Context: an optimization exercise on an open-source flow, tuned for small area, a short achievable clock period and few clock cycles. The choices shown serve that exercise and are no tape-out recipe.
Where RTL was checked, it was by simulation tests only, not by an equivalence proof against the original.
Power is estimated from default activity; no workload was simulated.

==> inputs of trial 31 <==
==> flow/design.v <==
module calc_crc (
    input [7:0] CRC_I,
    input [7:0] DATA_I,
    output [7:0] CRC_O
);
    assign CRC_O[0] = CRC_I[0] ^ CRC_I[6] ^ CRC_I[7] ^ DATA_I[0] ^ DATA_I[6] ^ DATA_I[7];
    assign CRC_O[1] = CRC_I[0] ^ CRC_I[1] ^ CRC_I[6] ^ DATA_I[0] ^ DATA_I[1] ^ DATA_I[6];
    assign CRC_O[2] = CRC_I[0] ^ CRC_I[1] ^ CRC_I[2] ^ CRC_I[6] ^ DATA_I[0] ^ DATA_I[1] ^ DATA_I[2] ^ DATA_I[6];
    assign CRC_O[3] = CRC_I[1] ^ CRC_I[2] ^ CRC_I[3] ^ CRC_I[7] ^ DATA_I[1] ^ DATA_I[2] ^ DATA_I[3] ^ DATA_I[7];
    assign CRC_O[4] = CRC_I[2] ^ CRC_I[3] ^ CRC_I[4] ^ DATA_I[2] ^ DATA_I[3] ^ DATA_I[4];
    assign CRC_O[5] = CRC_I[3] ^ CRC_I[4] ^ CRC_I[5] ^ DATA_I[3] ^ DATA_I[4] ^ DATA_I[5];
    assign CRC_O[6] = CRC_I[4] ^ CRC_I[5] ^ CRC_I[6] ^ DATA_I[4] ^ DATA_I[5] ^ DATA_I[6];
    assign CRC_O[7] = CRC_I[5] ^ CRC_I[6] ^ CRC_I[7] ^ DATA_I[5] ^ DATA_I[6] ^ DATA_I[7];
endmodule
module AxisCrcChecker(
  input        clock,
  input        reset,
  output       io_AxisSlv_ready,
  input        io_AxisSlv_valid,
  input        io_AxisSlv_bits_Tlast,
  input  [7:0] io_AxisSlv_bits_Tdata,
  input        io_AxisMst_ready,
  output       io_AxisMst_valid,
  output       io_AxisMst_bits_Tlast,
  output [7:0] io_AxisMst_bits_Tdata
);
  localparam N  = 1024;           
  localparam LW = 4;              
  localparam LR = 4;              
  localparam KW = N >> LW;        
  localparam KR = N >> LR;        
  localparam RC = (1 << LR) - 1;  
  localparam QD = 8;              
  localparam QL = 3;
  reg       in_rdy;
  reg       i_v;
  reg [7:0] i_d;
  reg       i_l;
  always @(posedge clock) begin
    i_v <= ~reset & io_AxisSlv_valid & in_rdy;
    i_d <= io_AxisSlv_bits_Tdata;
    i_l <= io_AxisSlv_bits_Tlast;
  end
  reg  [7:0] crc;
  wire [7:0] crc_n;
  calc_crc u_calc_crc (.CRC_I(crc), .DATA_I(i_d), .CRC_O(crc_n));
  always @(posedge clock) begin
    if (reset) crc <= 8'hff;
    else if (i_v) crc <= i_l ? 8'hff : crc_n;
  end
  wire i_g = (crc_n == 8'h00);
  reg [9:0] bq [0:3];             
  reg [1:0] b_wp, b_rp;
  reg [2:0] b_cnt;
  wire      b_ne = (b_cnt != 3'd0);
  wire [9:0] b_head = bq[b_rp];
  wire [7:0] w_d = b_head[7:0];
  wire       w_l = b_head[8];
  wire       w_g = b_head[9];
  always @(posedge clock) begin
    if (i_v) bq[b_wp] <= {i_g, i_l, i_d};
  end
  reg  [9:0]  T;                  
  reg  [9:0]  wp;                 
  reg  [10:0] w_id;               
  reg  [10:0] r_id;               
  reg  [10:0] pk_start;           
  reg  [9:0]  rp;                 
  reg         cur_v;              
  reg  [9:0]  cur_end;            
  reg [20:0]   qq [0:QD-1];       
  reg [QL-1:0] q_wp, q_rp;
  reg [QL:0]   q_cnt;
  wire [20:0]  q_head = qq[q_rp];
  wire         q_ne = (q_cnt != 0);
  reg        c_v, c_g;
  reg [10:0] c_end;
  wire full   = (w_id[9:0] == r_id[9:0]) & (w_id[10] != r_id[10]);
  wire w_al   = (wp[LW-1:0] == 0);
  wire q_room = (q_cnt + c_v) < QD;
  wire wr     = b_ne & w_al & ~full & (~w_l | ~w_g | q_room);
  wire [9-LW:0] w_tap = wp[9:LW];
  wire r_al   = (rp[LR-1:0] == RC);
  reg  [2:0] f_used;              
  reg        x_v;
  wire       credit = ({1'b0, f_used} + x_v) < 4'd4;
  wire       rd     = cur_v & r_al & credit;
  wire       lastb  = (r_id[9:0] == cur_end);
  wire       next   = ~cur_v | (rd & lastb);
  wire       load   = next & q_ne;
  reg  [8*N-1:0] ring;
  wire [8*N-1:0] rot = {ring[8*N-9:0], ring[8*N-1:8*N-8]};
  integer k;
  always @(posedge clock) begin
    ring <= rot;
    for (k = 0; k < KW; k = k + 1)
      if (wr && w_tap == k) ring[8*(k<<LW) +: 8] <= w_d;
  end
  wire [8*KR-1:0] taps;
  genvar g;
  generate
    for (g = 0; g < KR; g = g + 1) begin : g_tap
      assign taps[8*g +: 8] = ring[8*((g<<LR)+RC) +: 8];
    end
  endgenerate
  reg [7:0] x_d;
  reg       x_l;
  always @(posedge clock) begin
    x_v <= ~reset & rd;
    x_d <= taps[8*rp[9:LR] +: 8];
    x_l <= lastb;
  end
  reg pop_q;
  always @(posedge clock) begin
    if (reset) begin
      T <= 10'd0;
      wp <= 10'd0;
      w_id <= 11'd1;
      r_id <= 11'd1;
      pk_start <= 11'd1;
      cur_v <= 1'b0;
      cur_end <= 10'd0;
      rp <= 10'd0;
      b_wp <= 2'd0; b_rp <= 2'd0; b_cnt <= 3'd0;
      q_wp <= 0; q_rp <= 0; q_cnt <= 0;
      c_v <= 1'b0; c_g <= 1'b0; c_end <= 11'd0;
      in_rdy <= 1'b0;
      f_used <= 3'd0;
    end else begin
      T <= T + 10'd1;
      if (i_v) b_wp <= b_wp + 2'd1;
      if (wr)  b_rp <= b_rp + 2'd1;
      b_cnt <= b_cnt + i_v - wr;
      in_rdy <= ({1'b0, b_cnt} + i_v + in_rdy - wr) <= 4'd3;
      if (wr) w_id <= w_id + 11'd1;
      else    wp <= wp + 10'd1;
      c_v <= wr & w_l;
      c_g <= w_g;
      c_end <= w_id;
      if (c_v) pk_start <= c_end + 11'd1;
      if (c_v & c_g) begin
        qq[q_wp] <= {pk_start, c_end[9:0]};
        q_wp <= q_wp + 1'b1;
      end
      q_cnt <= q_cnt + (c_v & c_g) - load;
      if (load) q_rp <= q_rp + 1'b1;
      if (load) begin
        cur_v <= 1'b1;
        r_id <= q_head[20:10];
        cur_end <= q_head[9:0];
        rp <= T + 10'd1 - q_head[19:10];
      end else begin
        if (next) cur_v <= 1'b0;
        if (rd) r_id <= r_id + 11'd1;
        else if (~cur_v) r_id <= pk_start;
        if (~rd) rp <= rp + 10'd1;
      end
      f_used <= f_used + x_v - pop_q;
    end
  end
  reg       o_v;
  reg [7:0] o_d;
  reg       o_l;
  reg [8:0] oq [0:2];
  reg [1:0] oq_wp, oq_rp, oq_cnt;
  wire      o_load = ~o_v | io_AxisMst_ready;
  wire      oq_ne  = (oq_cnt != 2'd0);
  wire [8:0] oq_head = oq[oq_rp];
  wire      oq_pop  = o_load & oq_ne;
  wire      oq_push = x_v & ~(o_load & ~oq_ne);
  always @(posedge clock) begin
    if (oq_push) oq[oq_wp] <= {x_l, x_d};
    if (reset) begin
      o_v <= 1'b0;
      oq_wp <= 2'd0; oq_rp <= 2'd0; oq_cnt <= 2'd0;
      pop_q <= 1'b0;
    end else begin
      pop_q <= o_v & io_AxisMst_ready;
      if (o_load) begin
        o_v <= oq_ne | x_v;
        {o_l, o_d} <= oq_ne ? oq_head : {x_l, x_d};
      end
      if (oq_push) oq_wp <= (oq_wp == 2'd2) ? 2'd0 : oq_wp + 2'd1;
      if (oq_pop)  oq_rp <= (oq_rp == 2'd2) ? 2'd0 : oq_rp + 2'd1;
      oq_cnt <= oq_cnt + oq_push - oq_pop;
    end
  end
  assign io_AxisSlv_ready      = in_rdy;
  assign io_AxisMst_valid      = o_v;
  assign io_AxisMst_bits_Tdata = o_d;
  assign io_AxisMst_bits_Tlast = o_l;
endmodule
==> flow/run.sh <==
#!/bin/bash
# synth_recipe.tcl (not shown) runs the flow's synth.tcl, then flattens the netlist and writes it again
# the make line also repeats each setting of config.mk as NAME=value (left out here)
make -C /OpenROAD-flow-scripts/flow DESIGN_CONFIG=/design/flow/config.mk WORK_HOME=/design/flow/orfs CLKGATE_MAP_FILE= SYNTH_SCRIPT=/design/flow/synth_recipe.tcl finish
==> flow/config.mk <==
export PLATFORM = sky130hd
export DESIGN_NAME = AxisCrcChecker
export DESIGN_NICKNAME = AxisCrcChecker
export VERILOG_FILES = /design/flow/design.v
export SDC_FILE = /design/flow/constraint.sdc
export NUM_CORES = 8
export LEC_CHECK = 0
export CAP_MARGIN = 40
export CORE_MARGIN = 2
export CORE_UTILIZATION = 60
export CTS_BUF_LIST = sky130_fd_sc_hd__clkbuf_8
export CTS_CLUSTER_SIZE = 40
export PLACE_DENSITY = 0.7
export SLEW_MARGIN = 40
export SYNTH_MEMORY_MAX_BITS = 16384
==> flow/constraint.sdc <==
create_clock -name core_clock -period 15.0 [get_ports {clock}]
set_input_delay 3.0000 -clock core_clock [delete_from_list [all_inputs] [get_ports {clock}]]
set_output_delay 3.0000 -clock core_clock [all_outputs]
set_load 0.01 [all_outputs]
==> trial 61: changes against trial 31 <==
==> flow/design.v, changed modules only <==
module AxisCrcChecker(
  input        clock,
  input        reset,
  output       io_AxisSlv_ready,
  input        io_AxisSlv_valid,
  input        io_AxisSlv_bits_Tlast,
  input  [7:0] io_AxisSlv_bits_Tdata,
  input        io_AxisMst_ready,
  output       io_AxisMst_valid,
  output       io_AxisMst_bits_Tlast,
  output [7:0] io_AxisMst_bits_Tdata
);
  localparam N  = 1024;           
  localparam LW = 5;              
  localparam LR = 5;              
  localparam KW = N >> LW;        
  localparam KR = N >> LR;        
  localparam [LR-1:0] RC = {LR{1'b1}};  
  localparam QD = 8;              
  localparam QL = 3;
  reg        in_rdy;
  wire       acc = io_AxisSlv_valid & in_rdy;
  reg  [7:0] crc;
  wire [7:0] crc_n;
  calc_crc u_calc_crc (.CRC_I(crc), .DATA_I(io_AxisSlv_bits_Tdata), .CRC_O(crc_n));
  wire       in_g = (crc_n == 8'h00);
  always @(posedge clock) begin
    if (reset) crc <= 8'hff;
    else if (acc) crc <= io_AxisSlv_bits_Tlast ? 8'hff : crc_n;
  end
  reg [9:0] bq0, bq1;             
  reg       b_wp, b_rp;
  reg [1:0] b_cnt;
  wire      b_ne = (b_cnt != 2'd0);
  wire [9:0] b_head = b_rp ? bq1 : bq0;
  wire [7:0] w_d = b_head[7:0];
  wire       w_l = b_head[8];
  wire       w_g = b_head[9];
  always @(posedge clock) begin
    if (acc & ~b_wp) bq0 <= {in_g, io_AxisSlv_bits_Tlast, io_AxisSlv_bits_Tdata};
    if (acc &  b_wp) bq1 <= {in_g, io_AxisSlv_bits_Tlast, io_AxisSlv_bits_Tdata};
  end
  reg  [9:0]  T;                  
  reg  [9:0]  wp;                 
  reg  [10:0] w_id;               
  reg  [10:0] r_id;               
  reg  [10:0] pk_start;           
  reg  [9:0]  pk_len;             
  reg  [9:0]  rp;                 
  reg         r_al;               
  reg         cur_v;              
  reg  [9:0]  rem;                
  reg         lastb;              
  reg [20:0]   qq [0:QD-1];
  reg [QL-1:0] q_wp, q_rp;
  reg [QL:0]   q_cnt;
  wire [20:0]  q_head = qq[q_rp];
  wire         q_ne = (q_cnt != 0);
  reg        c_v, c_g;
  reg [9:0]  c_len;
  wire full   = (w_id[9:0] == r_id[9:0]) & (w_id[10] != r_id[10]);
  wire w_al   = (wp[LW-1:0] == 0);
  wire q_room = (q_cnt + c_v) < QD;
  wire wr     = b_ne & w_al & ~full & (~w_l | ~w_g | q_room);
  wire empty  = (w_id == r_id) & ~cur_v & ~q_ne & ~c_v;
  wire hold   = empty & w_al & ~b_ne;
  wire [9-LW:0] w_tap = wp[9:LW];
  reg        credit;
  reg  [2:0] f_used;              
  reg        x_v;
  wire       rd    = cur_v & r_al & credit;
  wire       next  = ~cur_v | (rd & lastb);
  wire       load  = next & q_ne;
  wire [9:0] rp_ld = T + 10'd1 - q_head[19:10];
  reg  [8*N-1:0] ring;
  wire [8*N-1:0] rot = {ring[8*N-9:0], ring[8*N-1:8*N-8]};
  integer k;
  always @(posedge clock) begin
    ring <= rot;
    for (k = 0; k < KW; k = k + 1)
      if (wr && w_tap == k) ring[8*(k<<LW) +: 8] <= w_d;
  end
  wire [8*KR-1:0] taps;
  genvar g;
  generate
    for (g = 0; g < KR; g = g + 1) begin : g_tap
      assign taps[8*g +: 8] = ring[8*((g<<LR)+RC) +: 8];
    end
  endgenerate
  reg [7:0] x_d;
  reg       x_l;
  always @(posedge clock) begin
    x_v <= ~reset & rd;
    x_d <= taps[8*rp[9:LR] +: 8];
    x_l <= lastb;
  end
  reg pop_q;
  wire [2:0] f_next = f_used + x_v - pop_q;
  always @(posedge clock) begin
    if (reset) begin
      T <= 10'd0;
      wp <= 10'd0;
      w_id <= 11'd1;
      r_id <= 11'd1;
      pk_start <= 11'd1;
      pk_len <= 10'd0;
      cur_v <= 1'b0;
      rem <= 10'd0;
      lastb <= 1'b0;
      rp <= 10'd0;
      r_al <= 1'b0;
      b_wp <= 1'b0; b_rp <= 1'b0; b_cnt <= 2'd0;
      q_wp <= 0; q_rp <= 0; q_cnt <= 0;
      c_v <= 1'b0; c_g <= 1'b0; c_len <= 10'd0;
      in_rdy <= 1'b1;
      f_used <= 3'd0;
      credit <= 1'b0;
    end else begin
      if (~hold) T <= T + 10'd1;
      if (acc) b_wp <= ~b_wp;
      if (wr)  b_rp <= ~b_rp;
      b_cnt <= b_cnt + acc - wr;
      in_rdy <= ({1'b0, b_cnt} + in_rdy - wr) <= 3'd1;
      if (wr) begin
        w_id <= w_id + 11'd1;
        pk_len <= w_l ? 10'd0 : pk_len + 10'd1;
      end else if (~hold) wp <= wp + 10'd1;
      c_v <= wr & w_l;
      c_g <= w_g;
      c_len <= pk_len;
      if (c_v) pk_start <= w_id;
      if (c_v & c_g) begin
        qq[q_wp] <= {pk_start, c_len};
        q_wp <= q_wp + 1'b1;
      end
      q_cnt <= q_cnt + (c_v & c_g) - load;
      if (load) q_rp <= q_rp + 1'b1;
      if (load) begin
        cur_v <= 1'b1;
        r_id <= q_head[20:10];
        rem <= q_head[9:0];
        lastb <= (q_head[9:0] == 10'd0);
        rp <= rp_ld;
        r_al <= (rp_ld[LR-1:0] == RC);
      end else begin
        if (next) cur_v <= 1'b0;
        if (rd) begin
          r_id <= r_id + 11'd1;
          rem <= rem - 10'd1;
          lastb <= (rem == 10'd1);
        end else begin
          if (~cur_v) r_id <= pk_start;
          rp <= rp + 10'd1;
          r_al <= (rp[LR-1:0] == RC - 1'b1);
        end
      end
      f_used <= f_next;
      credit <= ({1'b0, f_next} + rd) <= 4'd3;
    end
  end
  reg       o_v;
  reg [7:0] o_d;
  reg       o_l;
  reg [8:0] oq [0:2];
  reg [1:0] oq_wp, oq_rp, oq_cnt;
  wire      o_load = ~o_v | io_AxisMst_ready;
  wire      oq_ne  = (oq_cnt != 2'd0);
  wire [8:0] oq_head = oq[oq_rp];
  wire      oq_pop  = o_load & oq_ne;
  wire      oq_push = x_v & ~(o_load & ~oq_ne);
  always @(posedge clock) begin
    if (oq_push) oq[oq_wp] <= {x_l, x_d};
    if (reset) begin
      o_v <= 1'b0;
      oq_wp <= 2'd0; oq_rp <= 2'd0; oq_cnt <= 2'd0;
      pop_q <= 1'b0;
    end else begin
      pop_q <= o_v & io_AxisMst_ready;
      if (o_load) begin
        o_v <= oq_ne | x_v;
        {o_l, o_d} <= oq_ne ? oq_head : {x_l, x_d};
      end
      if (oq_push) oq_wp <= (oq_wp == 2'd2) ? 2'd0 : oq_wp + 2'd1;
      if (oq_pop)  oq_rp <= (oq_rp == 2'd2) ? 2'd0 : oq_rp + 2'd1;
      oq_cnt <= oq_cnt + oq_push - oq_pop;
    end
  end
  assign io_AxisSlv_ready      = in_rdy;
  assign io_AxisMst_valid      = o_v;
  assign io_AxisMst_bits_Tdata = o_d;
  assign io_AxisMst_bits_Tlast = o_l;
endmodule
--- a/flow/config.mk
+++ b/flow/config.mk
@@ -10,4 +10,5 @@
 export CORE_UTILIZATION = 60
-export CTS_BUF_LIST = sky130_fd_sc_hd__clkbuf_8
-export CTS_CLUSTER_SIZE = 40
+export CTS_BUF_LIST = sky130_fd_sc_hd__clkbuf_16
+export CTS_CLUSTER_DIAMETER = 100
+export CTS_CLUSTER_SIZE = 30
 export PLACE_DENSITY = 0.7
==> notes.md <==
	trial 31	trial 61
TAP cells	4180	4120
Vias per cell	4.58	4.45
Pwr dens	196 nW/um2	176 nW/um2
Combinational share of power	0.042	0.039
Proportion of synthesized area in mux cells	0.0371	0.0349
Cell-internal power	33.4 mW	27.9 mW
Post-route cell area	219000 um2	200000 um2
Status	failed layout checks	timing/DRC/antenna clean
Reasons for failing layout checks	antenna violations	-
Reg2reg end	q_cnt[2]	ring[768]
Global routing met3 resource utilization	0.0558	0.0230
Simple-Gate Fraction of Synth Area	0.0196	0.0119
Floorplan die area	322000 um2	314000 um2
Clock root buffer	clkbuf_8	clkbuf_16
Total number of multi-input combinational cells	1890	1145
Maximum fanout count along the critical path	3	4
Area share of the largest cell type after synthesis	0.876	0.900
Antenna cell count	32	16
Antenna-violating nets left	1	0
Fill cell count	19000	20400
Utilization after layout	0.692	0.648
Switching power of the nets	9.54 mW	7.35 mW
Layout cells sized above 1	0.170	0.0840
Number of global-route vias before repair	82000	64700
Wire length of the first global-routing pass	486 mm	379 mm
Testbench counts of trial 61, summed over its fixed seeds: cycles 46,188.
The RTL of trial 31 was laid out without a check of its function.

-- what the ideal ports hide --
The flow's constraints put no driver on any port. The routed layouts listed below were extracted and timed again, unchanged, in two steps. Step 1 sets driving cells, clkbuf_16 on the clock port and buf_2 on the other inputs (assumed; they add their load-dependent delay and slew). Step 2 moves the port delays by t, midway between the first and last clock arrival at a register: inputs arrive t later, outputs are due t later. That takes back most of the time a late clock gives input paths. Slacks: ideal ports / drivers / drivers and shift; pairs: ideal ports / drivers.
run | shift t [ns] | setup WS [ns] | clock arrival spread, ns | slew at the worst register clock pin (ns)
trial 31 | 1.316 | 9.789 / 9.693 / 9.764 | 0.113 / 0.112 | 0.08 / 0.08
trial 61 | 0.987 | 10.113 / 10.023 / 9.808 | 0.058 / 0.059 | 0.11 / 0.11
The setup slack of trial 61, which loses most, moves by -0.090 ns with the drivers and by -0.305 ns with both steps.
